Source: an optimization exercise on an open RTL-to-GDS flow (aim: small area). Production flows keep margins and buffers that such runs may drop. Only simulation tests tie the RTL to the original design; equivalence was not proved. No activity file was given, so power comes from the tool's default toggle rates.

==> design.v <==
module top_mac_bfusion (clk, rst, accu_rst, a, w, config_aw, z);
	input               clk, rst, accu_rst;
	input        [31:0] a;
	input        [31:0] w;
	input         [2:0] config_aw;
	output reg   [19:0] z;
	wire [15:0] p;
	bf_prod prod (.a(a), .w(w), .cfg(config_aw), .p(p));
	reg [15:0] m1, m2;
	reg        rst_d, clr;
	wire        m011   = ~config_aw[2] & config_aw[0];
	wire [19:0] addend = {{4{m2[15]}}, m2[15:12], m011 ? m2[13:2] : m2[11:0]};
	wire [20:0] cy;
	wire [19:0] sum;
	assign cy[0] = 1'b0;
	genvar i;
	generate for (i = 0; i < 20; i = i + 1) begin : acc
		assign sum[i]  = z[i] ^ addend[i] ^ cy[i];
		assign cy[i+1] = (z[i] & addend[i]) | (cy[i] & (z[i] ^ addend[i]));
	end endgenerate
	always @(posedge clk) begin
		m1    <= p;
		m2    <= m1;
		rst_d <= rst;
		clr   <= rst | accu_rst | rst_d;
		z     <= clr ? 20'd0 : sum;
	end
endmodule
module bf_prod (input [31:0] a, input [31:0] w, input [2:0] cfg, output [15:0] p);
	wire m000 = ~cfg[1];
	wire m010 = (cfg[1] & ~cfg[2] & ~cfg[0]);
	wire m011 = (~cfg[2] & cfg[0]);
	wire m110 = (cfg[2] & ~cfg[0]);
	wire m111 = (cfg[2] & cfg[0]);
	wire as0 = (((~cfg[0] | ~cfg[2]) & a[12]) | (m111 & a[24]));
	wire ws1 = ((m010 & w[12]) | (m111 & w[6]));
	wire pp2 = as0 & ws1;
	wire as3 = (((~cfg[0] | cfg[2]) & a[0]));
	wire ws4 = w[0];
	wire pp5 = as3 & ws4;
	wire as6 = ((~cfg[2] & a[4]) | (m110 & a[8]) | (m111 & a[16]));
	wire ws7 = (((m010 | m110 | m111) & w[4]));
	wire pp8 = as6 & ws7;
	wire as9 = a[8];
	wire ws10 = ((m010 & w[8]) | (m111 & w[2]));
	wire pp11 = as9 & ws10;
	wire ws12 = (((m010 | m110 | m111) & w[5]));
	wire pp13 = (as6 & ws12) ^ m111;
	wire as14 = (((~cfg[0] | cfg[2]) & a[1]));
	wire pp15 = as14 & ws4;
	wire as16 = a[9];
	wire pp17 = as16 & ws10;
	wire ws18 = ((m010 & w[13]) | (m111 & w[7]));
	wire pp19 = (as0 & ws18) ^ m111;
	wire ws20 = w[1];
	wire pp21 = (as3 & ws20) ^ m111;
	wire as22 = ((~cfg[2] & a[5]) | (m110 & a[9]) | (m111 & a[17]));
	wire pp23 = as22 & ws7;
	wire as24 = (((~cfg[0] | ~cfg[2]) & a[13]) | (m111 & a[25]));
	wire pp25 = as24 & ws1;
	wire ws26 = ((m010 & w[9]) | (m111 & w[3]));
	wire pp27 = (as9 & ws26) ^ m111;
	wire as28 = ((m010 & a[5]) | (m011 & a[30]) | (cfg[2] & a[9]));
	wire ws29 = ((~cfg[0] & w[5]) | (m011 & w[30]) | (m111 & w[3]));
	wire pp30 = (as28 & ws29) ^ m111;
	wire as31 = a[8];
	wire ws32 = ((m011 & w[8]) | (m110 & w[6]));
	wire pp33 = as31 & ws32;
	wire as34 = (((~cfg[0] | cfg[2]) & a[12]) | (m011 & a[14]));
	wire ws35 = (((cfg[1] & ~cfg[2]) & w[14]));
	wire pp36 = as34 & ws35;
	wire as37 = (((~cfg[0] & ~cfg[2]) & a[6]) | (m011 & a[4]) | (m110 & a[10]) | (m111 & a[25]));
	wire ws38 = (((m010 | m011 | m110) & w[4]) | (m111 & w[7]));
	wire pp39 = (as37 & ws38) ^ m111;
	wire as40 = (((~cfg[0] | cfg[2]) & a[2]) | (m011 & a[0]));
	wire ws41 = w[0];
	wire pp42 = as40 & ws41;
	wire as43 = (((~cfg[0] | cfg[2]) & a[10]) | (m011 & a[16]));
	wire ws44 = ((m010 & w[8]) | (m011 & w[16]));
	wire pp45 = as43 & ws44;
	wire as46 = ((cfg[0] & a[26]));
	wire ws47 = (((~cfg[0] | ~cfg[2]) & w[26]) | (m111 & w[6]));
	wire pp48 = as46 & ws47;
	wire as49 = ((m010 & a[4]) | (m011 & a[6]));
	wire ws50 = w[6];
	wire pp51 = as49 & ws50;
	wire as52 = (((~cfg[0] | cfg[2]) & a[8]) | (m011 & a[10]));
	wire ws53 = (((cfg[1] & ~cfg[2]) & w[10]));
	wire pp54 = as52 & ws53;
	wire as55 = ((m011 & a[2]));
	wire ws56 = w[2];
	wire pp57 = as55 & ws56;
	wire as58 = ((m010 & a[13]) | (m011 & a[24]) | (m111 & a[17]));
	wire ws59 = ((~cfg[0] & w[13]) | (m011 & w[24]) | (m111 & w[5]));
	wire pp60 = (as58 & ws59) ^ m111;
	wire as61 = (((~cfg[0] | cfg[2]) & a[14]) | (m011 & a[12]));
	wire ws62 = (((cfg[1] & ~cfg[2]) & w[12]));
	wire pp63 = as61 & ws62;
	wire as64 = (((~cfg[0] | cfg[2]) & a[1]) | (m011 & a[28]));
	wire ws65 = (((~cfg[0] | cfg[2]) & w[1]) | (m011 & w[28]));
	wire pp66 = (as64 & ws65) ^ m111;
	wire as67 = ((~cfg[0] & a[0]) | (m011 & a[20]) | (m111 & a[10]));
	wire ws68 = (((~cfg[0] | cfg[2]) & w[2]) | (m011 & w[20]));
	wire pp69 = as67 & ws68;
	wire as70 = ((cfg[0] & a[18]));
	wire ws71 = (((~cfg[0] | ~cfg[2]) & w[18]) | (m111 & w[4]));
	wire pp72 = as70 & ws71;
	wire as73 = (((~cfg[0] | cfg[2]) & a[9]) | (m011 & a[22]));
	wire ws74 = ((m010 & w[9]) | (m011 & w[22]));
	wire pp75 = as73 & ws74;
	wire ws76 = (((cfg[1] & ~cfg[2]) & w[11]));
	wire pp77 = ~(as52 & ws76);
	wire as78 = ((m011 & a[21]));
	wire ws79 = w[20];
	wire pp80 = (as78 & ws79) ^ (m010 | m110 | m111);
	wire as81 = a[12];
	wire ws82 = ((m011 & w[13]));
	wire pp83 = ~(as81 & ws82);
	wire as84 = ((m010 & a[14]) | (m011 & a[25]));
	wire ws85 = (((~cfg[0] | cfg[2]) & w[13]) | (m011 & w[24]));
	wire pp86 = as84 & ws85;
	wire as87 = ((m010 & a[5]) | (m011 & a[7]));
	wire pp88 = as87 & ws50;
	wire ws89 = (((~cfg[0] | ~cfg[2]) & w[19]) | (m111 & w[5]));
	wire pp90 = ~(as70 & ws89);
	wire as91 = a[9];
	wire pp92 = as91 & ws32;
	wire as93 = (((~cfg[0] | cfg[2]) & a[10]) | (m011 & a[23]));
	wire pp94 = as93 & ws74;
	wire ws95 = (((~cfg[0] | cfg[2]) & w[3]) | (m011 & w[21]));
	wire pp96 = (as67 & ws95) ^ cfg[1];
	wire as97 = ((m011 & a[28]));
	wire ws98 = w[29];
	wire pp99 = ~(as97 & ws98);
	wire as100 = ((m011 & a[19]));
	wire ws101 = w[18];
	wire pp102 = as100 & ws101;
	wire ws103 = w[7];
	wire pp104 = ~(as49 & ws103);
	wire as105 = (((~cfg[0] | cfg[2]) & a[3]) | (m011 & a[1]));
	wire pp106 = as105 & ws41;
	wire as107 = (((~cfg[0] | cfg[2]) & a[13]) | (m011 & a[15]));
	wire pp108 = as107 & ws35;
	wire as109 = ((m010 & a[7]) | (m011 & a[5]) | (m110 & a[11]) | (m111 & a[19]));
	wire ws110 = w[4];
	wire pp111 = as109 & ws110;
	wire as112 = a[24];
	wire ws113 = ((m011 & w[25]));
	wire pp114 = ~(as112 & ws113);
	wire ws115 = w[1];
	wire pp116 = (as40 & ws115) ^ cfg[0];
	wire as117 = a[16];
	wire ws118 = ((m011 & w[17]));
	wire pp119 = ~(as117 & ws118);
	wire ws120 = (((cfg[1] & ~cfg[2]) & w[15]));
	wire pp121 = ~(as34 & ws120);
	wire as122 = (((~cfg[0] | cfg[2]) & a[11]) | (m011 & a[17]));
	wire pp123 = as122 & ws44;
	wire as124 = ((m011 & a[22]));
	wire ws125 = w[23];
	wire pp126 = ~(as124 & ws125);
	wire as127 = ((cfg[0] & a[27]));
	wire pp128 = as127 & ws47;
	wire as129 = ((m011 & a[30]));
	wire ws130 = w[31];
	wire pp131 = ~(as129 & ws130);
	wire as132 = ((~cfg[0] & a[1]) | (m011 & a[29]) | (m111 & a[11]));
	wire ws133 = (((~cfg[0] | cfg[2]) & w[2]) | (m011 & w[28]));
	wire pp134 = as132 & ws133;
	wire as135 = (((~cfg[0] | cfg[2]) & a[15]) | (m011 & a[13]));
	wire pp136 = as135 & ws62;
	wire as137 = ((m011 & a[4]));
	wire ws138 = w[5];
	wire pp139 = ~(as137 & ws138);
	wire ws140 = w[3];
	wire pp141 = ~(as55 & ws140);
	wire ws142 = (((~cfg[0] | ~cfg[2]) & w[27]) | (m111 & w[7]));
	wire pp143 = ~(as46 & ws142);
	wire as144 = (((~cfg[0] | cfg[2]) & a[9]) | (m011 & a[11]));
	wire pp145 = as144 & ws53;
	wire as146 = ((m011 & a[31]));
	wire ws147 = w[30];
	wire pp148 = as146 & ws147;
	wire ws149 = ((m011 & w[9]) | (m110 & w[7]));
	wire pp150 = ~(as31 & ws149);
	wire as151 = ((m010 & a[6]) | (m011 & a[3]) | (m110 & a[10]));
	wire ws152 = (((~cfg[0] | cfg[2]) & w[5]) | (m011 & w[2]));
	wire pp153 = as151 & ws152;
	wire ws154 = w[21];
	wire pp155 = ~(as78 & ws154);
	wire pp156 = (as127 & ws142) ^ cfg[1];
	wire pp157 = (as91 & ws149) ^ cfg[1];
	wire ws158 = w[5];
	wire pp159 = (as109 & ws158) ^ cfg[0];
	wire as160 = ((m000 & a[0]) | (m010 & a[11]) | (m011 & a[23]) | (m110 & a[12]) | (m111 & a[20]));
	wire ws161 = (((~cfg[1] | cfg[2]) & w[4]) | (m010 & w[9]) | (m011 & w[23]));
	wire pp162 = (as160 & ws161) ^ m011;
	wire pp163 = (as87 & ws103) ^ cfg[1];
	wire ws164 = w[19];
	wire pp165 = (as100 & ws164) ^ cfg[1];
	wire ws166 = (((~cfg[0] | cfg[2]) & w[3]) | (m011 & w[29]));
	wire pp167 = (as132 & ws166) ^ cfg[1];
	wire as168 = (((~cfg[1] | cfg[2]) & a[4]) | (m010 & a[10]) | (m011 & a[17]));
	wire ws169 = (((~cfg[1] | cfg[2]) & w[0]) | (m010 & w[10]) | (m011 & w[17]));
	wire pp170 = (as168 & ws169) ^ m011;
	wire ws171 = (((~cfg[0] | cfg[2]) & w[14]) | (m011 & w[25]));
	wire pp172 = (as84 & ws171) ^ m011;
	wire ws173 = (((~cfg[0] | cfg[2]) & w[6]) | (m011 & w[3]));
	wire pp174 = (as151 & ws173) ^ m011;
	wire as175 = ((m010 & a[15]) | (m011 & a[13]) | (m111 & a[28]));
	wire ws176 = (((~cfg[0] | ~cfg[2]) & w[13]) | (m111 & w[6]));
	wire pp177 = (as175 & ws176) ^ m011;
	wire pp178 = (as107 & ws120) ^ cfg[1];
	wire as179 = ((~cfg[0] & a[2]) | (m011 & a[31]) | (m111 & a[12]));
	wire ws180 = (((~cfg[0] | cfg[2]) & w[2]) | (m011 & w[31]));
	wire pp181 = (as179 & ws180) ^ m011;
	wire pp182 = (as144 & ws76) ^ cfg[1];
	wire pp183 = (as105 & ws115) ^ cfg[0];
	wire as184 = (((~cfg[1] | cfg[2]) & a[4]) | (m010 & a[14]));
	wire ws185 = (((m000 | m011 | m110 | m111) & w[1]) | (m010 & w[15]));
	wire pp186 = (as184 & ws185) ^ (m010 | m111);
	wire as187 = ((~cfg[0] & a[3]) | (m111 & a[13]));
	wire ws188 = w[2];
	wire pp189 = as187 & ws188;
	wire as190 = (((m000 | m011) & a[1]) | (m010 & a[11]) | (m110 & a[13]) | (m111 & a[21]));
	wire ws191 = (((~cfg[1] | cfg[2]) & w[4]) | (m010 & w[10]));
	wire pp192 = as190 & ws191;
	wire as193 = ((~cfg[2] & a[7]) | (m110 & a[11]) | (m111 & a[29]));
	wire ws194 = (((m010 | m110 | m111) & w[6]));
	wire pp195 = as193 & ws194;
	wire as196 = ((~cfg[0] & a[2]) | (m111 & a[12]));
	wire ws197 = w[3];
	wire pp198 = (as196 & ws197) ^ (m010 | m110 | m111);
	wire as199 = (((m000 | m011) & a[0]) | (m010 & a[10]) | (m110 & a[12]) | (m111 & a[20]));
	wire ws200 = (((~cfg[1] | cfg[2]) & w[5]) | (m010 & w[11]));
	wire pp201 = (as199 & ws200) ^ (m010 | m111);
	wire as202 = ((~cfg[2] & a[6]) | (m110 & a[10]) | (m111 & a[28]));
	wire ws203 = (((m010 | m110 | m111) & w[7]));
	wire pp204 = (as202 & ws203) ^ (m010 | m110 | m111);
	wire as205 = (((~cfg[1] | cfg[2]) & a[5]) | (m010 & a[15]));
	wire ws206 = (((m000 | m011 | m110 | m111) & w[0]) | (m010 & w[14]));
	wire pp207 = as205 & ws206;
	wire pp208 = (as190 & ws200) ^ (m010 | m111);
	wire pp209 = (as187 & ws197) ^ (m010 | m110 | m111);
	wire as210 = (((~cfg[0] | ~cfg[2]) & a[4]) | (m111 & a[14]));
	wire ws211 = (((~cfg[1] | cfg[2]) & w[2]));
	wire pp212 = as210 & ws211;
	wire as213 = ((m000 & a[0]) | (m110 & a[12]) | (m111 & a[30]));
	wire ws214 = w[6];
	wire pp215 = as213 & ws214;
	wire pp216 = (as205 & ws185) ^ (m010 | m111);
	wire pp217 = (as193 & ws203) ^ (m010 | m110 | m111);
	wire as218 = ((m000 & a[2]) | (m110 & a[14]) | (m111 & a[22]));
	wire ws219 = w[4];
	wire pp220 = as218 & ws219;
	wire as221 = a[6];
	wire ws222 = (((~cfg[1] | cfg[2]) & w[0]));
	wire pp223 = as221 & ws222;
	wire as224 = ((m000 & a[1]) | (m110 & a[13]) | (m111 & a[31]));
	wire pp225 = as224 & ws214;
	wire ws226 = (((~cfg[1] | cfg[2]) & w[1]));
	wire pp227 = (as221 & ws226) ^ m111;
	wire as228 = a[7];
	wire pp229 = as228 & ws222;
	wire ws230 = (((~cfg[1] | cfg[2]) & w[3]));
	wire pp231 = (as210 & ws230) ^ cfg[2];
	wire as232 = ((m000 & a[3]) | (m110 & a[15]) | (m111 & a[23]));
	wire pp233 = as232 & ws219;
	wire as234 = (((~cfg[0] | ~cfg[2]) & a[5]) | (m111 & a[15]));
	wire pp235 = as234 & ws211;
	wire ws236 = w[7];
	wire pp237 = ~(as213 & ws236);
	wire ws238 = w[5];
	wire pp239 = (as218 & ws238) ^ m111;
	wire pp240 = (as228 & ws226) ^ m111;
	wire as241 = ((m000 & a[2]) | (m110 & a[14]));
	wire ws242 = w[6];
	wire pp243 = (as241 & ws242) ^ m111;
	wire pp244 = (as224 & ws236) ^ (~cfg[0] | cfg[2]);
	wire as245 = a[4];
	wire ws246 = ((m000 & w[4]));
	wire pp247 = (as245 & ws246) ^ m110;
	wire as248 = (((m000 | m110) & a[6]));
	wire ws249 = w[2];
	wire pp250 = as248 & ws249;
	wire pp251 = (as232 & ws238) ^ m111;
	wire pp252 = (as234 & ws230) ^ cfg[2];
	wire as253 = a[5];
	wire pp254 = (as253 & ws246) ^ m110;
	wire ws255 = ((m000 & w[5]));
	wire pp256 = as245 & ws255;
	wire ws257 = w[3];
	wire pp258 = (as248 & ws257) ^ m110;
	wire ws259 = w[7];
	wire pp260 = (as241 & ws259) ^ (m000 | m011 | m110 | m111);
	wire as261 = (((m000 | m110) & a[7]));
	wire pp262 = as261 & ws249;
	wire as263 = ((m000 & a[3]) | (m110 & a[15]));
	wire pp264 = as263 & ws242;
	wire pp265 = ~(as263 & ws259);
	wire pp266 = (as261 & ws257) ^ m110;
	wire pp267 = (as253 & ws255) ^ m110;
	wire as268 = a[6];
	wire pp269 = as268 & ws246;
	wire ws270 = ((m000 & w[6]));
	wire pp271 = as245 & ws270;
	wire as272 = a[7];
	wire pp273 = as272 & ws246;
	wire pp274 = as253 & ws270;
	wire ws275 = ((m000 & w[7]));
	wire pp276 = (as245 & ws275) ^ (~cfg[0] | ~cfg[2]);
	wire pp277 = as268 & ws255;
	wire pp278 = as268 & ws270;
	wire pp279 = as272 & ws255;
	wire pp280 = (as253 & ws275) ^ (cfg[0] | ~cfg[2]);
	wire pp281 = as272 & ws270;
	wire pp282 = ~(as268 & ws275);
	wire pp283 = ~(as272 & ws275);
	wire k284 = cfg[2];
	wire s285 = pp2 ^ pp5 ^ pp8;
	wire c286 = (pp2 & pp5) | (pp8 & (pp2 ^ pp5));
	wire s287 = pp11 ^ s285;
	wire c288 = pp11 & s285;
	wire s289 = pp13 ^ pp15 ^ pp17;
	wire c290 = (pp13 & pp15) | (pp17 & (pp13 ^ pp15));
	wire s291 = pp19 ^ pp21 ^ pp23;
	wire c292 = (pp19 & pp21) | (pp23 & (pp19 ^ pp21));
	wire s293 = pp25 ^ pp27 ^ c286;
	wire c294 = (pp25 & pp27) | (c286 & (pp25 ^ pp27));
	wire s295 = s289 ^ s291 ^ c288;
	wire c296 = (s289 & s291) | (c288 & (s289 ^ s291));
	wire s297 = s293 ^ s295;
	wire c298 = s293 & s295;
	wire s299 = pp30 ^ pp33 ^ pp36;
	wire c300 = (pp30 & pp33) | (pp36 & (pp30 ^ pp33));
	wire s301 = pp39 ^ pp42 ^ pp45;
	wire c302 = (pp39 & pp42) | (pp45 & (pp39 ^ pp42));
	wire s303 = pp48 ^ pp51 ^ pp54;
	wire c304 = (pp48 & pp51) | (pp54 & (pp48 ^ pp51));
	wire s305 = pp57 ^ pp60 ^ pp63;
	wire c306 = (pp57 & pp60) | (pp63 & (pp57 ^ pp60));
	wire s307 = pp66 ^ pp69 ^ pp72;
	wire c308 = (pp66 & pp69) | (pp72 & (pp66 ^ pp69));
	wire s309 = pp75 ^ c290 ^ c292;
	wire c310 = (pp75 & c290) | (c292 & (pp75 ^ c290));
	wire s311 = s299 ^ s301 ^ s303;
	wire c312 = (s299 & s301) | (s303 & (s299 ^ s301));
	wire s313 = s305 ^ s307 ^ c294;
	wire c314 = (s305 & s307) | (c294 & (s305 ^ s307));
	wire s315 = s309 ^ s311 ^ c296;
	wire c316 = (s309 & s311) | (c296 & (s309 ^ s311));
	wire s317 = s313 ^ c298 ^ s315;
	wire c318 = (s313 & c298) | (s315 & (s313 ^ c298));
	wire s319 = pp77 ^ pp80 ^ pp83;
	wire c320 = (pp77 & pp80) | (pp83 & (pp77 ^ pp80));
	wire s321 = pp86 ^ pp88 ^ pp90;
	wire c322 = (pp86 & pp88) | (pp90 & (pp86 ^ pp88));
	wire s323 = pp92 ^ pp94 ^ pp96;
	wire c324 = (pp92 & pp94) | (pp96 & (pp92 ^ pp94));
	wire s325 = pp99 ^ pp102 ^ pp104;
	wire c326 = (pp99 & pp102) | (pp104 & (pp99 ^ pp102));
	wire s327 = pp106 ^ pp108 ^ pp111;
	wire c328 = (pp106 & pp108) | (pp111 & (pp106 ^ pp108));
	wire s329 = pp114 ^ pp116 ^ pp119;
	wire c330 = (pp114 & pp116) | (pp119 & (pp114 ^ pp116));
	wire s331 = pp121 ^ pp123 ^ pp126;
	wire c332 = (pp121 & pp123) | (pp126 & (pp121 ^ pp123));
	wire s333 = pp128 ^ pp131 ^ pp134;
	wire c334 = (pp128 & pp131) | (pp134 & (pp128 ^ pp131));
	wire s335 = pp136 ^ pp139 ^ pp141;
	wire c336 = (pp136 & pp139) | (pp141 & (pp136 ^ pp139));
	wire s337 = pp143 ^ pp145 ^ pp148;
	wire c338 = (pp143 & pp145) | (pp148 & (pp143 ^ pp145));
	wire s339 = pp150 ^ pp153 ^ c300;
	wire c340 = (pp150 & pp153) | (c300 & (pp150 ^ pp153));
	wire s341 = c302 ^ c304 ^ c306;
	wire c342 = (c302 & c304) | (c306 & (c302 ^ c304));
	wire s343 = c308 ^ s319 ^ s321;
	wire c344 = (c308 & s319) | (s321 & (c308 ^ s319));
	wire s345 = s323 ^ s325 ^ s327;
	wire c346 = (s323 & s325) | (s327 & (s323 ^ s325));
	wire s347 = s329 ^ s331 ^ s333;
	wire c348 = (s329 & s331) | (s333 & (s329 ^ s331));
	wire s349 = s335 ^ s337 ^ s339;
	wire c350 = (s335 & s337) | (s339 & (s335 ^ s337));
	wire s351 = c310 ^ c312 ^ s341;
	wire c352 = (c310 & c312) | (s341 & (c310 ^ c312));
	wire s353 = s343 ^ s345 ^ s347;
	wire c354 = (s343 & s345) | (s347 & (s343 ^ s345));
	wire s355 = c314 ^ s349 ^ c316;
	wire c356 = (c314 & s349) | (c316 & (c314 ^ s349));
	wire s357 = s351 ^ s353 ^ s355;
	wire c358 = (s351 & s353) | (s355 & (s351 ^ s353));
	wire s359 = c318 ^ s357;
	wire c360 = c318 & s357;
	wire s361 = pp155 ^ pp156 ^ pp157;
	wire c362 = (pp155 & pp156) | (pp157 & (pp155 ^ pp156));
	wire s363 = pp159 ^ pp162 ^ pp163;
	wire c364 = (pp159 & pp162) | (pp163 & (pp159 ^ pp162));
	wire s365 = pp165 ^ pp167 ^ pp170;
	wire c366 = (pp165 & pp167) | (pp170 & (pp165 ^ pp167));
	wire s367 = pp172 ^ pp174 ^ pp177;
	wire c368 = (pp172 & pp174) | (pp177 & (pp172 ^ pp174));
	wire s369 = pp178 ^ pp181 ^ pp182;
	wire c370 = (pp178 & pp181) | (pp182 & (pp178 ^ pp181));
	wire s371 = pp183 ^ c320 ^ c322;
	wire c372 = (pp183 & c320) | (c322 & (pp183 ^ c320));
	wire s373 = c324 ^ c326 ^ c328;
	wire c374 = (c324 & c326) | (c328 & (c324 ^ c326));
	wire s375 = c330 ^ c332 ^ c334;
	wire c376 = (c330 & c332) | (c334 & (c330 ^ c332));
	wire s377 = c336 ^ c338 ^ s361;
	wire c378 = (c336 & c338) | (s361 & (c336 ^ c338));
	wire s379 = s363 ^ s365 ^ s367;
	wire c380 = (s363 & s365) | (s367 & (s363 ^ s365));
	wire s381 = s369 ^ c340 ^ c342;
	wire c382 = (s369 & c340) | (c342 & (s369 ^ c340));
	wire s383 = c344 ^ c346 ^ c348;
	wire c384 = (c344 & c346) | (c348 & (c344 ^ c346));
	wire s385 = s371 ^ s373 ^ s375;
	wire c386 = (s371 & s373) | (s375 & (s371 ^ s373));
	wire s387 = s377 ^ s379 ^ c350;
	wire c388 = (s377 & s379) | (c350 & (s377 ^ s379));
	wire s389 = s381 ^ c352 ^ c354;
	wire c390 = (s381 & c352) | (c354 & (s381 ^ c352));
	wire s391 = s383 ^ s385 ^ s387;
	wire c392 = (s383 & s385) | (s387 & (s383 ^ s385));
	wire s393 = c356 ^ s389 ^ s391;
	wire c394 = (c356 & s389) | (s391 & (c356 ^ s389));
	wire s395 = c358 ^ s393 ^ c360;
	wire c396 = (c358 & s393) | (c360 & (c358 ^ s393));
	wire s397 = pp186 ^ pp189 ^ pp192;
	wire c398 = (pp186 & pp189) | (pp192 & (pp186 ^ pp189));
	wire s399 = pp195 ^ pp198 ^ pp201;
	wire c400 = (pp195 & pp198) | (pp201 & (pp195 ^ pp198));
	wire s401 = pp204 ^ pp207 ^ c362;
	wire c402 = (pp204 & pp207) | (c362 & (pp204 ^ pp207));
	wire s403 = c364 ^ c366 ^ c368;
	wire c404 = (c364 & c366) | (c368 & (c364 ^ c366));
	wire s405 = c370 ^ s397 ^ s399;
	wire c406 = (c370 & s397) | (s399 & (c370 ^ s397));
	wire s407 = s401 ^ c372 ^ c374;
	wire c408 = (s401 & c372) | (c374 & (s401 ^ c372));
	wire s409 = c376 ^ c378 ^ c380;
	wire c410 = (c376 & c378) | (c380 & (c376 ^ c378));
	wire s411 = s403 ^ s405 ^ c382;
	wire c412 = (s403 & s405) | (c382 & (s403 ^ s405));
	wire s413 = c384 ^ c386 ^ s407;
	wire c414 = (c384 & c386) | (s407 & (c384 ^ c386));
	wire s415 = s409 ^ c388 ^ s411;
	wire c416 = (s409 & c388) | (s411 & (s409 ^ c388));
	wire s417 = c390 ^ s413 ^ c392;
	wire c418 = (c390 & s413) | (c392 & (c390 ^ s413));
	wire s419 = s415 ^ c394 ^ s417;
	wire c420 = (s415 & c394) | (s417 & (s415 ^ c394));
	wire s421 = c396 ^ s419;
	wire c422 = c396 & s419;
	wire s423 = k284 ^ pp208 ^ pp209;
	wire c424 = (k284 & pp208) | (pp209 & (k284 ^ pp208));
	wire s425 = pp212 ^ pp215 ^ pp216;
	wire c426 = (pp212 & pp215) | (pp216 & (pp212 ^ pp215));
	wire s427 = pp217 ^ pp220 ^ pp223;
	wire c428 = (pp217 & pp220) | (pp223 & (pp217 ^ pp220));
	wire s429 = c398 ^ c400 ^ s423;
	wire c430 = (c398 & c400) | (s423 & (c398 ^ c400));
	wire s431 = s425 ^ s427 ^ c402;
	wire c432 = (s425 & s427) | (c402 & (s425 ^ s427));
	wire s433 = c404 ^ c406 ^ s429;
	wire c434 = (c404 & c406) | (s429 & (c404 ^ c406));
	wire s435 = s431 ^ c408 ^ c410;
	wire c436 = (s431 & c408) | (c410 & (s431 ^ c408));
	wire s437 = s433 ^ c412 ^ c414;
	wire c438 = (s433 & c412) | (c414 & (s433 ^ c412));
	wire s439 = s435 ^ c416 ^ s437;
	wire c440 = (s435 & c416) | (s437 & (s435 ^ c416));
	wire s441 = c418 ^ s439 ^ c420;
	wire c442 = (c418 & s439) | (c420 & (c418 ^ s439));
	wire s443 = c422 ^ s441;
	wire c444 = c422 & s441;
	wire s445 = pp225 ^ pp227 ^ pp229;
	wire c446 = (pp225 & pp227) | (pp229 & (pp225 ^ pp227));
	wire s447 = pp231 ^ pp233 ^ pp235;
	wire c448 = (pp231 & pp233) | (pp235 & (pp231 ^ pp233));
	wire s449 = pp237 ^ pp239 ^ c424;
	wire c450 = (pp237 & pp239) | (c424 & (pp237 ^ pp239));
	wire s451 = c426 ^ c428 ^ s445;
	wire c452 = (c426 & c428) | (s445 & (c426 ^ c428));
	wire s453 = s447 ^ s449 ^ c430;
	wire c454 = (s447 & s449) | (c430 & (s447 ^ s449));
	wire s455 = s451 ^ c432 ^ s453;
	wire c456 = (s451 & c432) | (s453 & (s451 ^ c432));
	wire s457 = c434 ^ s455 ^ c436;
	wire c458 = (c434 & s455) | (c436 & (c434 ^ s455));
	wire s459 = c438 ^ s457 ^ c440;
	wire c460 = (c438 & s457) | (c440 & (c438 ^ s457));
	wire s461 = s459 ^ c442 ^ c444;
	wire c462 = (s459 & c442) | (c444 & (s459 ^ c442));
	wire s463 = pp240 ^ pp243 ^ pp244;
	wire c464 = (pp240 & pp243) | (pp244 & (pp240 ^ pp243));
	wire s465 = pp247 ^ pp250 ^ pp251;
	wire c466 = (pp247 & pp250) | (pp251 & (pp247 ^ pp250));
	wire s467 = pp252 ^ c446 ^ c448;
	wire c468 = (pp252 & c446) | (c448 & (pp252 ^ c446));
	wire s469 = s463 ^ s465 ^ c450;
	wire c470 = (s463 & s465) | (c450 & (s463 ^ s465));
	wire s471 = c452 ^ s467 ^ s469;
	wire c472 = (c452 & s467) | (s469 & (c452 ^ s467));
	wire s473 = c454 ^ s471 ^ c456;
	wire c474 = (c454 & s471) | (c456 & (c454 ^ s471));
	wire s475 = s473 ^ c458 ^ c460;
	wire c476 = (s473 & c458) | (c460 & (s473 ^ c458));
	wire s477 = s475 ^ c462;
	wire c478 = s475 & c462;
	wire s479 = pp254 ^ pp256 ^ pp258;
	wire c480 = (pp254 & pp256) | (pp258 & (pp254 ^ pp256));
	wire s481 = pp260 ^ pp262 ^ pp264;
	wire c482 = (pp260 & pp262) | (pp264 & (pp260 ^ pp262));
	wire s483 = c464 ^ c466 ^ s479;
	wire c484 = (c464 & c466) | (s479 & (c464 ^ c466));
	wire s485 = s481 ^ c468 ^ s483;
	wire c486 = (s481 & c468) | (s483 & (s481 ^ c468));
	wire s487 = c470 ^ s485 ^ c472;
	wire c488 = (c470 & s485) | (c472 & (c470 ^ s485));
	wire s489 = s487 ^ c474 ^ c476;
	wire c490 = (s487 & c474) | (c476 & (s487 ^ c474));
	wire s491 = s489 ^ c478;
	wire c492 = s489 & c478;
	wire s493 = pp265 ^ pp266 ^ pp267;
	wire c494 = (pp265 & pp266) | (pp267 & (pp265 ^ pp266));
	wire s495 = pp269 ^ pp271 ^ c480;
	wire c496 = (pp269 & pp271) | (c480 & (pp269 ^ pp271));
	wire s497 = c482 ^ s493 ^ s495;
	wire c498 = (c482 & s493) | (s495 & (c482 ^ s493));
	wire s499 = c484 ^ s497 ^ c486;
	wire c500 = (c484 & s497) | (c486 & (c484 ^ s497));
	wire s501 = s499 ^ c488 ^ c490;
	wire c502 = (s499 & c488) | (c490 & (s499 ^ c488));
	wire s503 = s501 ^ c492;
	wire c504 = s501 & c492;
	wire s505 = pp273 ^ pp274 ^ pp276;
	wire c506 = (pp273 & pp274) | (pp276 & (pp273 ^ pp274));
	wire s507 = pp277 ^ c494 ^ s505;
	wire c508 = (pp277 & c494) | (s505 & (pp277 ^ c494));
	wire s509 = c496 ^ s507 ^ c498;
	wire c510 = (c496 & s507) | (c498 & (c496 ^ s507));
	wire s511 = s509 ^ c500 ^ c502;
	wire c512 = (s509 & c500) | (c502 & (s509 ^ c500));
	wire s513 = c504 ^ s511;
	wire c514 = c504 & s511;
	wire s515 = pp278 ^ pp279 ^ pp280;
	wire c516 = (pp278 & pp279) | (pp280 & (pp278 ^ pp279));
	wire s517 = c506 ^ s515 ^ c508;
	wire c518 = (c506 & s515) | (c508 & (c506 ^ s515));
	wire s519 = s517 ^ c510 ^ c512;
	wire c520 = (s517 & c510) | (c512 & (s517 ^ c510));
	wire s521 = c514 ^ s519;
	wire c522 = c514 & s519;
	wire s523 = pp281 ^ pp282 ^ c516;
	wire c524 = (pp281 & pp282) | (c516 & (pp281 ^ pp282));
	wire s525 = s523 ^ c518 ^ c520;
	wire c526 = (s523 & c518) | (c520 & (s523 ^ c518));
	wire s527 = c522 ^ s525;
	wire c528 = c522 & s525;
	wire s529 = pp283 ^ c524 ^ c526;
	wire c530 = (pp283 & c524) | (c526 & (pp283 ^ c524));
	wire s531 = c528 ^ s529;
	wire c532 = c528 & s529;
	wire s533 = 1'b1 ^ c530 ^ c532;
	wire c534 = (1'b1 & c530) | (c532 & (1'b1 ^ c530));
	wire [15:0] s = {s533, s531, s527, s521, s513, s503, s491, s477, s461, s443, s421, s395, s359, s317, s297, s287};
	assign p = s[15:0];
endmodule
==> flow/run.sh <==
#!/bin/bash
# Standard ORFS layout with three changes, none of which touches the registers:
#  1. after the standard synthesis the full adders are re-polarised to drop
#     inverters between them (fixpol.py);
#  2. the remaining plain logic is mapped again by ABC for area (reabc.py);
#  3. ports are buffered with the smallest buffer, and the clock tree is
#     built without dummy loads.
set -euo pipefail
W=$PWD
R=$W/orfs/results/${FLOW_PLATFORM}/top_mac_bfusion/base
LIB=$FLOW_HOME/platforms/${FLOW_PLATFORM}/lib/sky130_fd_sc_hd__tt_025C_1v80.lib
YOSYS=$FLOW_HOME/../tools/install/yosys/bin/yosys
[ -x "$YOSYS" ] || YOSYS=yosys
export BUFFER_PORTS_ARGS="-buffer_cell sky130_fd_sc_hd__buf_1"
export CTS_ARGS="-sink_clustering_enable -repair_clock_nets -buf_list sky130_fd_sc_hd__clkbuf_8 -dont_use_dummy_load"
bash standard.sh "$R/1_2_yosys.v" > synth.log 2>&1
cp "$R/1_2_yosys.v" "$W/1_2_yosys.std.v"
python3 flow/fixpol.py "$R/1_2_yosys.v" > fixpol.log 2>&1
mkdir -p "$W/reabc"
python3 flow/reabc.py "$LIB" "$R/1_2_yosys.v" "$W/reabc/mid.v" > reabc_py.log 2>&1
printf 'strash\n&get -n\n&st\n&dch -f\n&nf -R 1000\n&put\ntopo\n' > "$W/reabc/area.script"
cat > "$W/reabc/r.ys" <<EOT
read_liberty -lib $LIB
read_verilog $W/reabc/mid.v
hierarchy -top $FLOW_TOP
proc; opt -fast; techmap; opt -fast
abc -liberty $LIB -script $W/reabc/area.script -dont_use *probe* -dont_use *lpflow* -dont_use *clkdly* -dont_use *dlygate* -dont_use *dlymetal*
opt_clean -purge
hilomap -singleton -hicell sky130_fd_sc_hd__conb_1 HI -locell sky130_fd_sc_hd__conb_1 LO
setundef -zero
splitnets
opt_clean -purge
write_verilog -noattr -noexpr -nohex -nodec $W/reabc/out.v
EOT
"$YOSYS" -l reabc_yosys.log -q "$W/reabc/r.ys" > /dev/null 2>&1
cp "$W/reabc/out.v" "$R/1_2_yosys.v"
python3 flow/fixpol.py "$R/1_2_yosys.v" > fixpol2.log 2>&1
bash standard.sh > layout.log 2>&1
==> flow/fixpol.py <==
"""Re-polarise full adders in a mapped sky130 netlist to remove inverters.

A full adder is self-dual: FA(~a,~b,~c) = (~sum, ~cout). For each fa cell we
choose whether it works on the complements of its signals, so that as few
inverters as possible are needed between cells. The logic function of every
net that leaves the adders (flip-flop inputs, ports, other gates) is kept.
usage: fixpol.py netlist.v  (rewrites the file in place)
"""
import re, sys, random

path = sys.argv[1]
src = open(path).read()
inst_re = re.compile(r'^(\s*)(sky130_fd_sc_hd__\w+)\s+(\S+)\s*\((.*?)\);\n', re.S | re.M)
pin_re = re.compile(r'\.(\w+)\(\s*([^()]*?)\s*\)')
OUTS = {'X', 'Y', 'SUM', 'COUT', 'Q', 'Q_N', 'HI', 'LO'}

cells = []
for m in inst_re.finditer(src):
    pins = [(p, n.strip()) for p, n in pin_re.findall(m.group(4))]
    cells.append(dict(span=m.span(), ind=m.group(1), type=m.group(2), name=m.group(3), pins=pins))

drv = {}
for i, c in enumerate(cells):
    for p, n in c['pins']:
        if p in OUTS and n: drv[n] = (i, p)

def is_inv(c):
    return re.match(r'sky130_fd_sc_hd__(inv|clkinv)_\d+$', c['type']) is not None
def is_fa(c):
    return re.match(r'sky130_fd_sc_hd__fa_\d+$', c['type']) is not None

def pin(c, p):
    for q, n in c['pins']:
        if q == p: return n
    return None

# literal of a net: (base net, polarity) following inverters
def lit(n):
    pol = 0
    seen = 0
    while n in drv and is_inv(cells[drv[n][0]]) and seen < 50:
        n = pin(cells[drv[n][0]], 'A'); pol ^= 1; seen += 1
    return (n, pol)

fas = [i for i, c in enumerate(cells) if is_fa(c)]
fa_out = {}  # base net -> fa index (nets driven by fa outputs)
for i in fas:
    for p in ('SUM', 'COUT'):
        n = pin(cells[i], p)
        if n: fa_out[n] = i

# consumers: list of (kind, cellidx or None, pin, wanted literal)
# kind 'fa' -> wanted polarity toggles with flip of that fa; else fixed.
cons = []
port_outs = set()
for i, c in enumerate(cells):
    if is_inv(c): continue
    for p, n in c['pins']:
        if p in OUTS or not n: continue
        if n.startswith("1'b") or re.match(r"^\d+'", n): 
            continue
        cons.append(('fa' if is_fa(c) else 'fix', i, p, lit(n)))
# inverter outputs that feed ports/other non-cell sinks: keep inverters whose output
# is a module output port net (not consumed by cells). Find port names.
hdr = src[:cells[0]['span'][0]] if cells else src
outports = set()
for m in re.finditer(r'^\s*output\s+(\[(\d+):(\d+)\]\s*)?(\S+);', hdr, re.M):
    if m.group(1):
        for k in range(int(m.group(3)), int(m.group(2)) + 1): outports.add(f'{m.group(4)}[{k}]')
    else: outports.add(m.group(4))
for i, c in enumerate(cells):
    if is_inv(c):
        y = pin(c, 'Y')
        if y in outports: cons.append(('fix', None, None, lit(y)))
for n in outports:
    if n in drv and not is_inv(cells[drv[n][0]]):
        pass

flip = {i: 0 for i in fas}

def prod_pol(base):
    i = fa_out.get(base)
    return flip[i] if i is not None else 0

def need_set():
    s = set()
    for kind, i, p, (b, q) in cons:
        if kind == 'fa': q ^= flip[i]
        if b in fa_out or True:
            if q != prod_pol(b): s.add((b, q))
    return s

def cost():
    return len(need_set())

# local search
by_base = {}
for k, (kind, i, p, (b, q)) in enumerate(cons):
    by_base.setdefault(b, []).append(k)
def inv_needed_for(b):
    pp = prod_pol(b)
    qs = set()
    for k in by_base.get(b, []):
        kind, i, p, (bb, q) = cons[k]
        if kind == 'fa': q ^= flip[i]
        qs.add(q)
    return 1 if (pp ^ 1) in qs else 0
def touched(i):
    c = cells[i]
    bs = set()
    for p in ('SUM', 'COUT'):
        n = pin(c, p)
        if n: bs.add(n)
    for p in ('A', 'B', 'CIN'):
        bs.add(lit(pin(c, p))[0])
    return bs
T = {i: touched(i) for i in fas}
start = cost()
rnd = random.Random(1)
import math
cur = sum(inv_needed_for(b) for b in by_base)
best = cur; bestflip = dict(flip)
N = max(1, len(fas))
iters = 4000 * N
for it in range(iters):
    T0 = 2.0 * (0.02/2.0) ** (it/iters)
    i = fas[rnd.randrange(N)]
    before = sum(inv_needed_for(b) for b in T[i])
    flip[i] ^= 1
    d = sum(inv_needed_for(b) for b in T[i]) - before
    if d <= 0 or rnd.random() < math.exp(-d/T0):
        cur += d
        if cur < best: best = cur; bestflip = dict(flip)
    else:
        flip[i] ^= 1
flip.update(bestflip)
end = cost()

# rewrite
names = set(re.findall(r'^\s*wire\s+(?:\[[^\]]*\]\s*)?(\S+);', src, re.M))
cnt = [0]
def newnet():
    while True:
        cnt[0] += 1
        n = f'_pol{cnt[0]}_'
        if n not in names: names.add(n); return n
phys = {}     # base -> physical net carrying produced polarity
for i in fas:
    if flip[i]:
        for p in ('SUM', 'COUT'):
            n = pin(cells[i], p)
            if n: phys[n] = newnet()
lits = {}     # (base, pol) -> net carrying that literal
new_invs = []
def get(b, q):
    if (b, q) in lits: return lits[(b, q)]
    pp = prod_pol(b)
    pn = phys.get(b, b)
    if q == pp: lits[(b, q)] = pn; return pn
    # need an inverter from pn
    if pp == 1 and q == 0: out = b            # restore original net name
    else: out = newnet()
    new_invs.append((pn, out))
    lits[(b, q)] = out
    return out

edits = {}
for idx, c in enumerate(cells):
    if is_inv(c): continue
    newpins = []
    for p, n in c['pins']:
        if p in OUTS:
            if is_fa(c) and flip[idx] and n: n = phys[n]
            newpins.append((p, n)); continue
        if not n or n.startswith("1'b") or re.match(r"^\d+'", n):
            newpins.append((p, n)); continue
        b, q = lit(n)
        if is_fa(c): q ^= flip[idx]
        newpins.append((p, get(b, q)))
    edits[idx] = newpins
for n in outports:
    if n in drv and is_inv(cells[drv[n][0]]):
        b, q = lit(n)
        got = get(b, q)
        if got != n: new_invs.append((got, n)); 
# make sure flipped fa outputs that are original nets with consumers wanting pol 0 exist
for b in phys:
    pass

def fmt(n):
    return n + ' ' if n.startswith('\\') else n
out = []
pos = 0
first = cells[0]['span'][0]
decl = ''.join(f'  wire {n};\n' for n in sorted(names - set(re.findall(r'^\s*wire\s+(?:\[[^\]]*\]\s*)?(\S+);', src, re.M))))
out.append(src[:first]); out.append(decl)
pos = first
k = 0
for idx, c in enumerate(cells):
    s, e = c['span']
    out.append(src[pos:s]); pos = e
    if is_inv(c): continue
    body = ',\n'.join(f'    .{p}({fmt(n)})' for p, n in edits[idx])
    out.append(f"{c['ind']}{c['type']} {c['name']} (\n{body}\n  );\n")
for a, y in new_invs:
    k += 1
    out.append(f'  sky130_fd_sc_hd__inv_1 _polinv{k}_ (\n    .A({fmt(a)}),\n    .Y({fmt(y)})\n  );\n')
out.append(src[pos:])
open(path, 'w').write(''.join(out))
ninv_old = sum(1 for c in cells if is_inv(c))
print(f'fixpol: {len(fas)} full adders, {sum(flip.values())} flipped; inverters {ninv_old} -> {len(new_invs)} (needed literals {start} -> {end})')
==> flow/reabc.py <==
"""Turn every plain logic cell of a mapped sky130 netlist back into a Boolean
assign (from the liberty functions), keeping flip-flops, full and half adders
and tie cells as instances, so ABC can map that logic again.
usage: reabc.py lib in.v out.v"""
import re, sys
lib, src, dst = sys.argv[1:4]
L = open(lib).read()
func = {}
parts = re.split(r'\n\s*cell\s*\(\s*"?(sky130_fd_sc_hd__\w+)"?\s*\)', L)
for i in range(1, len(parts), 2):
    body = parts[i + 1]
    outs = {}
    for m in re.finditer(r'pin\s*\(\s*"?(\w+)"?\s*\)\s*\{', body):
        seg = body[m.end():m.end() + 4000]
        d = re.search(r'direction\s*:\s*"?(\w+)"?', seg)
        f = re.search(r'function\s*:\s*"([^"]*)"', seg.split('pin (')[0] if 'pin (' in seg else seg)
        if d and d.group(1) == 'output' and f:
            outs[m.group(1)] = f.group(1)
    func[parts[i]] = outs
KEEP = re.compile(r'sky130_fd_sc_hd__(fa|ha|df|conb|sdf|edf|dl)')
def conv(f, pins):
    f = f.replace('!', '~').replace('+', '|').replace('*', '&')
    toks = re.findall(r"[A-Za-z_][A-Za-z0-9_]*|[~&|^()]|'", f)
    out = []
    prev = None
    for t in toks:
        operand_start = re.match(r'[A-Za-z_]', t) or t in ('(', '~')
        if prev is not None and operand_start and (re.match(r'[A-Za-z_]', prev) or prev == ')' or prev == "'"):
            out.append('&')
        if t == "'":
            # postfix complement: wrap previous operand
            out[-1] = '~' + out[-1]; prev = "'"; continue
        out.append(f'({pins[t]})' if re.match(r'[A-Za-z_]', t) else t)
        prev = t
    return ' '.join(out)
v = open(src).read()
inst_re = re.compile(r'^(\s*)(sky130_fd_sc_hd__\w+)\s+(\S+)\s*\((.*?)\);\n', re.S | re.M)
pin_re = re.compile(r'\.(\w+)\(\s*([^()]*?)\s*\)')
def fmt(n): return n + ' ' if n.startswith('\\') else n
def repl(m):
    t = m.group(2)
    if KEEP.match(t) or t not in func or not func[t]:
        return m.group(0)
    pins = {p: fmt(n.strip()) for p, n in pin_re.findall(m.group(4))}
    s = ''
    for o, f in func[t].items():
        if o in pins and pins[o].strip():
            s += f'  assign {pins[o]} = {conv(f, pins)};\n'
    return s
open(dst, 'w').write(inst_re.sub(repl, v))
==> standard.sh <==
#!/bin/bash
# synth_recipe.tcl (not shown) runs the flow's synth.tcl, then flattens the netlist and writes it again
# the make line also repeats each setting of config.mk as NAME=value (left out here)
make -C /OpenROAD-flow-scripts/flow DESIGN_CONFIG=/design/flow/config.mk WORK_HOME=/design/flow/orfs CLKGATE_MAP_FILE= SYNTH_SCRIPT=/design/flow/synth_recipe.tcl "${@:-finish}"
==> config.mk <==
export PLATFORM = sky130hd
export DESIGN_NAME = top_mac_bfusion
export DESIGN_NICKNAME = top_mac_bfusion
export VERILOG_FILES = /design/flow/design.v
export SDC_FILE = /design/flow/constraint.sdc
export NUM_CORES = 4
export LEC_CHECK = 0
export CAP_MARGIN = 20
export CORE_MARGIN = 2
export CORE_UTILIZATION = 60
export CTS_BUF_LIST = sky130_fd_sc_hd__clkbuf_8
export GPL_TIMING_DRIVEN = 0
export SLEW_MARGIN = 20
==> constraint.sdc <==
create_clock -name core_clock -period 10.0 [get_ports {clk}]
set_input_delay 2.0000 -clock core_clock [delete_from_list [all_inputs] [get_ports {clk}]]
set_output_delay 2.0000 -clock core_clock [all_outputs]
set_load 0.01 [all_outputs]
==> results of run 1 <==
## per-layer routing
layer | part of all wire [%] | track usage [%] | up-vias
met5 | 0 | 0 | -
met4 | 6.7 | 17.76 | 0
met3 | 14 | 12.86 | 148
met2 | 46 | 60.69 | 523
met1 | 33 | 48.71 | 2812
li1 | - | - | 2432
## repair_timing
item,CTS,global route
endpoints found under the setup margin,4,2
gates cloned,0,2
gates resized for setup,13,8
setup buffers,5,17
pin swaps,0,4
## layout make-up
| class | count | area, um2 |
|---|---|---|
| tap | 136 | 170.2 |
| timing repair buffer | 115 | 599.3 |
| multi-input combinational | 533 | 5031 |
| inverter | 51 | 202.7 |
| fill | 813 | 3032 |
| clock buffer | 5 | 68.82 |
| sequential | 54 | 1081 |
## placed cells by master (no fill, tap or decap), types with 14 or more instances in the layout
master and n:
sky130_fd_sc_hd__nor2_1 51, sky130_fd_sc_hd__buf_1 86, sky130_fd_sc_hd__a21oi_1 30, sky130_fd_sc_hd__buf_4 23, sky130_fd_sc_hd__o21ai_0 32, sky130_fd_sc_hd__nand3_1 19, sky130_fd_sc_hd__xnor2_1 14, sky130_fd_sc_hd__mux2i_1 14
sky130_fd_sc_hd__nand2_1 82, sky130_fd_sc_hd__a31oi_1 17, sky130_fd_sc_hd__dfxtp_1 54, sky130_fd_sc_hd__nor2b_1 23, sky130_fd_sc_hd__inv_1 48, sky130_fd_sc_hd__and3_1 18, sky130_fd_sc_hd__fa_1 130
## final timing paths
path	startpoint	to	slack [ns]	cells past startpoint
worst min-delay path	m1[1]$_DFF_P_	m2[1]$_DFF_P_	0.30	0
worst max-delay path	config_aw[2]	m1[15]$_DFF_P_	0.21	21
worst max register to register	m2[2]$_DFF_P_	z[18]$_SDFF_PP0_	3.02	24
worst min register to register	m1[1]$_DFF_P_	m2[1]$_DFF_P_	0.30	0
## worst reg2reg max path: stages (launching register included)
cell and delay, ns:
sky130_fd_sc_hd__dfxtp_1 0.35, sky130_fd_sc_hd__nor2_1 0.05, sky130_fd_sc_hd__nor2_1 0.11, sky130_fd_sc_hd__ha_1 0.18, sky130_fd_sc_hd__inv_1 0.05, sky130_fd_sc_hd__fa_1 0.39, sky130_fd_sc_hd__fa_1 0.39, sky130_fd_sc_hd__fa_1 0.38
sky130_fd_sc_hd__fa_1 0.40, sky130_fd_sc_hd__fa_1 0.40, sky130_fd_sc_hd__fa_1 0.39, sky130_fd_sc_hd__fa_1 0.39, sky130_fd_sc_hd__fa_1 0.39, sky130_fd_sc_hd__fa_1 0.40, sky130_fd_sc_hd__fa_1 0.40, sky130_fd_sc_hd__fa_1 0.38
sky130_fd_sc_hd__inv_1 0.09, sky130_fd_sc_hd__fa_1 0.18, sky130_fd_sc_hd__fa_1 0.18, sky130_fd_sc_hd__fa_1 0.19, sky130_fd_sc_hd__fa_1 0.20, sky130_fd_sc_hd__fa_1 0.19, sky130_fd_sc_hd__fa_1 0.20, sky130_fd_sc_hd__fa_1 0.43
sky130_fd_sc_hd__nor2b_1 0.14
## sequential cells by signal, indices dropped and copies added (netlist names)
| name | flops |
|---|---|
| clr | 1 |
| m1 | 16 |
| m2 | 16 |
| rst_d | 1 |
| z | 20 |
## stage by stage
step | utilization [%] | std cells
after floorplan | - | 637
after global placement | 66.13 | 862
after detailed placement | 66.84 | 865
after CTS | 68.39 | 875
after global routing | 70.23 | 894
final | 70.23 | 894
## report_power, final
part | leakage [nW] | total [W] | switching [W] | internal (W)
sequential | 0.449 | 0.000371 | 0.0000389 | 0.000332
combinational | 2.38 | 0.00129 | 0.000707 | 0.000582
clock | 0.0359 | 0.000109 | 0.0000639 | 0.0000454
==> notes.md, run 1 <==
Setup path:
- Together, buffers and inverters on the worst path number 3.
- STA classifies the critical path startpoint as an input port.
- The signal on the critical path passes through clkbuf_4 > buf_12 > nand2_1 > o21ai_0 > a211oi_1 > fa_1 > fa_1 > fa_1 > fa_1 > fa_1 > fa_1 > fa_1 > fa_1 > fa_1 > fa_1 > fa_1 > fa_1 > fa_1 > inv_1 > ha_1 > xor2_1.
- For the worst setup path, the data arrival time is between 9 and 10 ns.
- At the worst endpoint, the required time is 10.20 ns.
- On the critical path, the stage with the largest delay is an instance of sky130_fd_sc_hd__nand2_1.
- On the worst path, the slowest cell contributes a delay of 0.67 ns.
- The start-to-end type of the worst setup path is in2reg.
- The cell class contributing the biggest share of worst-path delay is adder cells.
- The largest driver fanout on the critical path is 33.
- The most numerous cell type found on the critical path is sky130_fd_sc_hd__fa_1.
- The kind of end point of the critical path is a flip-flop.

Power and ir drop:
- Total power for the finished layout comes to ~0.0018 W.
- Summed over all cells, the static leakage comes to roughly 2.9 nW.
- The maximum resistive drop on vdd is ~0.25 mV.
- The power per cell area is around 250 nW/um2.

Synthesis:
- The count of mapped cells out of synthesis is 637.
- Counting every net in the synthesized netlist gives between 800 and 900.
- For this run, the number of Yosys warnings is 1.
- The post-synthesis area per instance is roughly 9.8 um2.
- The netlist area before placement is 6228 um2.

Clocking:
- At the later pin of the worst-skew pair, clock insertion delay measures approximately 0.31 ns.
- Clock tree synthesis inserted a total of 5 buffers.
- The number of buffers inserted by hold repair at cts is 0.
- In this run the deepest clock path goes through 2 buffers.
- The library cell used as clock root buffer is sky130_fd_sc_hd__clkbuf_8.
- The clock slew seen by the registers of the worst setup and hold paths is approximately 0.11 ns.
- Clock tree synthesis found a total of 54 sinks.
- The clock tree from TritonCTS is done.
- CTS built an H-tree with a depth of 2.

Global route:
- The wire length of the first global-routing pass is 32.17 mm.
- The total routing resource utilization after global routing is 38.65%.
- The via count of the first global-routing pass is between 5000 and 6000.
- The pin count of the biggest net entering global routing is 39.
- The initial antenna violation count came to 0.
- The final global-route overflow total is 0.

Placement:
- The placer's final routability congestion estimate is approximately 1.0.
- The number of I/O port buffers is slightly below 90.
- The HPWL after detailed placement is between 15 and 20 mm.
- The placed instances occupy a cell area of approximately 6800 um2.
- The setup slack at placement is -1.026 ns.

Floorplanning:
- The number of rows created at floorplan is 37.
- The number of top-level design ports is 90.
- The die covers around 11000 um2.
- From bottom edge to top edge, the die measures about 110 um.
- Measured along the x axis, the die boundary spans approximately 110 um.
- For this configuration, the core starts out at a cell density of around 61%.
- The floorplan core area is ~10000 um2.

STA:
- The slew at the pin with the worst max-slew slack is 1.097 ns.
- The worst pin sits at a relative slew slack of between 20% and 30%.
- Across all setup checks in the final design, the least slack found is ~0.21 ns.
- The shortest period the worst path allows is 9.787 ns.
- Derived from the worst setup path, the maximum achievable clock frequency is around 0.10 GHz.
- Setup repair after global routing left no endpoint under its margin.
- Setup violations remaining at the end of the flow were counted as 0.
- The final number of hold-violating endpoints is 0.
- The final setup TNS is 0 ns.
- Between clock sinks in the finished design, the worst skew comes to ~0.032 ns.
- The max-slew violation count is 0.
- The worst path uses ~100% of the clock period.
- The tightest hold path in the finished design has a slack of 0.3024 ns.

Detailed routing:
- After detailed routing, the number of remaining DRC violations is 0.
- The via count is just under 6000.
- Dividing the detail-routed wire length by the instance count gives between 20 and 25 um.
- Wires add up to between 20 and 25 mm.
- After the first detailed-routing iteration, the DRC count stood at 741.
- The count of nets left with antenna violations after detail routing is 0.
- The length of the first detailed-routing pass in iterations is 9.
- The via count normalized by instance count is 6.616.

Layout:
- The number of nets in the final layout is between 900 and 1000.
- The area growth from synthesis to layout is 14.85%.
- The share of final-layout standard cells stronger than drive strength 1 is ~6.1%.
- The cell area after layout is 7153 um2.
- The number of antenna diodes in the final layout is 0.

Job:
- The max-capacitance violation count is 0.

Status:
- The flow ran to the end and the layout has no timing, DRC or antenna violations.

Worst hold path:
- The worst hold-check path type is reg2reg.
==> run 2: changes to the inputs <==
--- a/flow/run.sh
+++ b/flow/run.sh
@@ -15,7 +15,7 @@
 export CTS_ARGS="-sink_clustering_enable -repair_clock_nets -buf_list sky130_fd_sc_hd__clkbuf_8 -dont_use_dummy_load"
 bash standard.sh "$R/1_2_yosys.v" > synth.log 2>&1
 cp "$R/1_2_yosys.v" "$W/1_2_yosys.std.v"
-python3 flow/fixpol.py "$R/1_2_yosys.v" > fixpol.log 2>&1
+python3 flow/fixpol.py "$R/1_2_yosys.v" --free-logic > fixpol.log 2>&1
 mkdir -p "$W/reabc"
 python3 flow/reabc.py "$LIB" "$R/1_2_yosys.v" "$W/reabc/mid.v" > reabc_py.log 2>&1
 printf 'strash\n&get -n\n&st\n&dch -f\n&nf -R 1000\n&put\ntopo\n' > "$W/reabc/area.script"
--- a/flow/fixpol.py
+++ b/flow/fixpol.py
@@ -9,6 +9,7 @@
 import re, sys, random
 
 path = sys.argv[1]
+FREE = '--free-logic' in sys.argv[2:]
 src = open(path).read()
 inst_re = re.compile(r'^(\s*)(sky130_fd_sc_hd__\w+)\s+(\S+)\s*\((.*?)\);\n', re.S | re.M)
 pin_re = re.compile(r'\.(\w+)\(\s*([^()]*?)\s*\)')
@@ -28,6 +29,9 @@
     return re.match(r'sky130_fd_sc_hd__(inv|clkinv)_\d+$', c['type']) is not None
 def is_fa(c):
     return re.match(r'sky130_fd_sc_hd__fa_\d+$', c['type']) is not None
+
+def is_logic(c):
+    return not re.match(r'sky130_fd_sc_hd__(fa|ha|df|sdf|edf|dl|conb|inv|clkinv)', c['type'])
 
 def pin(c, p):
     for q, n in c['pins']:
@@ -59,7 +63,8 @@
         if p in OUTS or not n: continue
         if n.startswith("1'b") or re.match(r"^\d+'", n): 
             continue
-        cons.append(('fa' if is_fa(c) else 'fix', i, p, lit(n)))
+        kind = 'fa' if is_fa(c) else ('free' if FREE and is_logic(c) else 'fix')
+        cons.append((kind, i, p, lit(n)))
 # inverter outputs that feed ports/other non-cell sinks: keep inverters whose output
 # is a module output port net (not consumed by cells). Find port names.
 hdr = src[:cells[0]['span'][0]] if cells else src
@@ -98,10 +103,12 @@
 for k, (kind, i, p, (b, q)) in enumerate(cons):
     by_base.setdefault(b, []).append(k)
 def inv_needed_for(b):
+    if FREE and b in drv and is_logic(cells[drv[b][0]]): return 0
     pp = prod_pol(b)
     qs = set()
     for k in by_base.get(b, []):
         kind, i, p, (bb, q) = cons[k]
+        if kind == 'free': continue
         if kind == 'fa': q ^= flip[i]
         qs.add(q)
     return 1 if (pp ^ 1) in qs else 0
==> run 2 against run 1 <==
  * Worst setup slack lost 0.064 ns
  * Still clean
  * Largest cell class unchanged
  * Critical endpoint unchanged
  * Clock-buffer cell count is the same
  * Synthesized cell count shrank 0.31%
  * Final cell count shrank 0.34%
  * Die area shrank 0.99%
==> notes.md, run 2 <==
Detailed routing:
- The final wirelength is 21.80 mm (+0.67%).
- The length of the first detailed-routing pass in iterations is 8 (-1).
- The via count normalized by instance count is 6.613 (about the same).
- The routed length per placed instance is 24.47 um (+1.0%).
- The residual DRC count came to 0 (unchanged).
- The count of nets left with antenna violations after detail routing is 0 (unchanged).
- The via count is 5892 (-0.39%).
- The violation count after the first detailed-route iteration is 764 (+3.1%).

Clocking:
- The number of buffers inserted by hold repair at cts is 0 (unchanged).
- The clock slew seen by the registers of the worst setup and hold paths was 0.09 ns (-0.02 ns).
- The number of H-tree levels is 2 (unchanged).
- The clock latency reported for the late side of the worst-skew pair is 0.31 ns (about the same).
- TritonCTS built the clock tree.
- The maximum number of buffers from clock root to sink came to 2 (unchanged).
- The total CTS buffers was 5 (unchanged).
- The tree is rooted in a sky130_fd_sc_hd__clkbuf_8.
- The clock net sink count came to 54 (unchanged).

Power and ir drop:
- The part of the power in registers is 21.2% (+0.2 points).
- The part of the total power dissipated in the clock network is 6.2% (about the same).
- The net switching component of the power came to 0.0007807 W (-3.6%).
- The power per cell area came to 245.8 nW/um2 (-0.60%).
- The switching part of the total is 44.58% (-1.2 points).
- The maximum resistive drop on vdd is 0.2508 mV (+0.58%).
- The leakage power is 2.913 nW (+1.7%).
- The total design power was 0.001751 W (-1.0%).
- The portion of total power attributed to combinational logic is 72.6% (-0.3 points).
- The design internal power is 0.0009705 W (+1.2%).

Layout:
- The area growth from synthesis to layout is 15.57%.
- The cell area after layout is 7124 um2 (-0.40%).
- The diode insertion count for antenna repair is 0 (unchanged).
- The register bank with the most flops is z.
- The number of nets in the final layout is 970 (-0.31%).
- In the layout the commonest cells are sky130_fd_sc_hd__fa_1, sky130_fd_sc_hd__nand2_1, sky130_fd_sc_hd__buf_1, sky130_fd_sc_hd__dfxtp_1, sky130_fd_sc_hd__a21oi_1.
- The share of final-layout standard cells stronger than drive strength 1 is 6.755% (+0.69 points).
- The library cell used most frequently in the layout, excluding fill and tap cells, is sky130_fd_sc_hd__fa_1.
- The fill cell instance count of the final layout is 810 (-0.37%).
- The largest registers in the layout are z: 20 flops, m1: 16 flops, m2: 16 flops.
- The flip-flop count of the largest register after layout was 20 (unchanged).

Setup path:
- The biggest cell delay along the critical path came to 0.70 ns (+0.03 ns).
- In this design, the largest share of critical-path delay is due to adder cells.
- The total buffers and inverters traversed by the critical path is 2 (-1).
- The worst setup path is launched from an input port.
- The cell that appears most often on the critical path is sky130_fd_sc_hd__fa_1.
- The largest driver fanout on the critical path is 16 (-52%).
- The critical path data arrival time is 10.05 ns (+0.06 ns).
- Traced cell by cell, the critical path runs through clkdlybuf4s15_1 > inv_1 > nor2_2 > o21ai_0 > a31oi_1 > fa_1 > fa_1 > fa_1 > fa_1 > fa_1 > fa_1 > fa_1 > fa_1 > fa_1 > fa_1 > fa_1 > fa_1 > fa_1 > ha_1 > xnor2_1.
- The worst-path cell with the longest stage delay is sky130_fd_sc_hd__clkdlybuf4s15_1.
- The data required time of the worst path was 10.20 ns (about the same).
- The worst setup path is captured at a flip-flop.
- The critical path is of the in2reg type.

Global route:
- The final global-route overflow total is 0 (unchanged).
- The initial antenna violation count is 0 (unchanged).
- The pin count of the biggest net entering global routing is 49 (+26%).
- The total routing resource utilization after global routing is 39.90% (+1.3 points).
- The wire length of the first global-routing pass is 32.75 mm (+1.8%).
- The via count of the first global-routing pass is 5904 (+0.29%).

Floorplanning:
- The number of top-level design ports came to 90 (unchanged).
- The floorplan core area came to 10140 um2 (-0.45%).
- The chip width is 105.4 um (-0.50%).
- The initial cell density of the core was 60.80% (-0.35 points).
- The die area came to 11100 um2 (-0.99%).
- The number of rows created at floorplan is 37 (unchanged).
- The die outline height is 105.4 um (-0.50%).

Placement:
- The sum of net half-perimeters after detailed placement was 16.01 mm (-0.27%).
- The number of I/O port buffers is 89 (unchanged).
- The cell area after placement is 6754 um2 (-0.79%).
- The placer's final routability congestion estimate is 1.009 (-3.0%).

STA:
- The shortest period the worst path allows was 9.852 ns (+0.06441 ns).
- The maximum achievable frequency is 0.1015 GHz (-0.65%).
- The part of the cycle the worst path needs is 98.52% (+0.64 points).
- The max-slew violation count is 0 (unchanged).
- The clock skew is 0.01147 ns (-0.02029 ns).
- The final-report setup violation count is 0 (unchanged).
- The tightest slew margin relative to the limit came to 26.53% (-0.32 points).
- The slew at the pin with the worst max-slew slack is 1.101 ns (+0.004106 ns).
- The worst hold slack after final layout is 0.3333 ns (+0.03092 ns).
- The final number of hold-violating endpoints is 0 (unchanged).
- The final setup TNS is 0 ns (unchanged).

Synthesis:
- The count of mapped cells out of synthesis is 635 (-0.31%).
- The synthesis warning total is 1 (unchanged).
- The netlist area before placement is 6165 um2 (-1.0%).
- The number of nets in the synthesized netlist is 848 (-0.24%).
- The post-synthesis area per instance is 9.708 um2 (-0.71%).

Job:
- The max-capacitance violation count was 0 (unchanged).

Status:
- The run finished with no timing, DRC or antenna violations.

Worst hold path:
- The worst hold-check path type is reg2reg.
run 2: cell types whose count changed in the layout (fill, tap and decap cells not counted), moves of 7 or more:
cell	before	now
sky130_fd_sc_hd__inv_1	48	7
sky130_fd_sc_hd__nand2_1	82	120
sky130_fd_sc_hd__nand3_1	19	36
sky130_fd_sc_hd__nor2_1	51	37
sky130_fd_sc_hd__mux2i_1	14	4
sky130_fd_sc_hd__a21oi_1	30	39
sky130_fd_sc_hd__and2_0	4	13
sky130_fd_sc_hd__nor2b_1	23	32
sky130_fd_sc_hd__fa_1	130	123
sky130_fd_sc_hd__fa_2	0	7
run 2: repair_timing:
| action | CTS | global route |
|---|---|---|
| setup endpoints to repair | 7 | 4 |
| buffers inserted | 6 | 12 |
| pin swaps | 2 | 3 |
| resized for setup | 11 | 14 |
| cloned | 3 | 2 |
run 2: layer usage:
| layer | global-route usage (%) | routed length [um] |
|---|---|---|
| met1 | 51.85 | 7456 |
| met2 | 60.69 | 9775 |
| met3 | 13.23 | 3196 |
| met4 | 18.67 | 1375 |
| met5 | 0 | 0 |
run 2: stage by stage:
stage               utilization, %  instances  setup slack (ns)
floorplan                        -        635           0.01048
global placement             65.83        860            -2.553
detailed placement           66.62        863            -1.251
CTS                          68.65        877           0.01299
global route                 70.27        891          -0.03493
finish                       70.27        891            0.1485
run 2: power groups by stage:
| stage | sequential, W | clock [W] | combinational, W |
|---|---|---|---|
| 4_1_cts | 0.000371 | 0.000110 | 0.00128 |
| 3_3_place_gp | 0.000371 | 0 | 0.00113 |
| 6_report | 0.000371 | 0.000108 | 0.00127 |
| 3_5_place_dp | 0.000375 | 0 | 0.00123 |
| 2_1_floorplan | 0.000370 | 0 | 0.000866 |
| 5_1_grt | 0.000379 | 0.000116 | 0.00150 |
run 2: final cells by class:
class	count	area, um2	share of cell area, %
clock buffers	5	68.82	0.9659
inverters	9	41.29	0.5796
multi-input cells	576	5154	72.34
flip-flops and latches	54	1081	15.17
well taps	136	170.2	2.388
repair buffers	111	609.3	8.553
run 2: path summary, 6_finish.rpt:
path	start	endpoint	slack, ns	cells past startpoint
worst min register to register	m1[1]$_DFF_P_	m2[1]$_DFF_P_	0.33	0
worst max register to register	m2[2]$_DFF_P_	z[19]$_SDFF_PP0_	2.23	23
worst min-delay path	m1[1]$_DFF_P_	m2[1]$_DFF_P_	0.33	0
worst max-delay path	w[5]	m1[15]$_DFF_P_	0.15	20

re-timing with driven ports:
No port has a modelled driver above. Below, the same layouts with a new extraction and two added sets of constraints. Step 1, drivers: a clkbuf_16 drives clk and a buf_2 each remaining input, both assumed. Step 2 also shifts input and output timing later by t, the mid clock arrival at the registers, as if the neighbouring blocks saw the same clock. Slacks: ideal ports / drivers / drivers and shift; pairs: ideal ports / drivers.
run | shift t [ns] | setup slack, ns | worst setup path at the end | worst register clock-pin slew, ns | worst slew at a driven data input, ns
run 1 | 0.325 | 0.213 / 0.208 / -0.117 | input to register | 0.11 / 0.11 | 0.04
run 2 | 0.328 | 0.148 / 0.153 / -0.174 | input to register | 0.09 / 0.09 | 0.04
With both steps, setup timing fails in run 1 and run 2, where it was met with ideal ports. For run 1, which loses most, drivers alone change the setup slack by -0.005 ns; drivers and shift together by -0.330 ns.
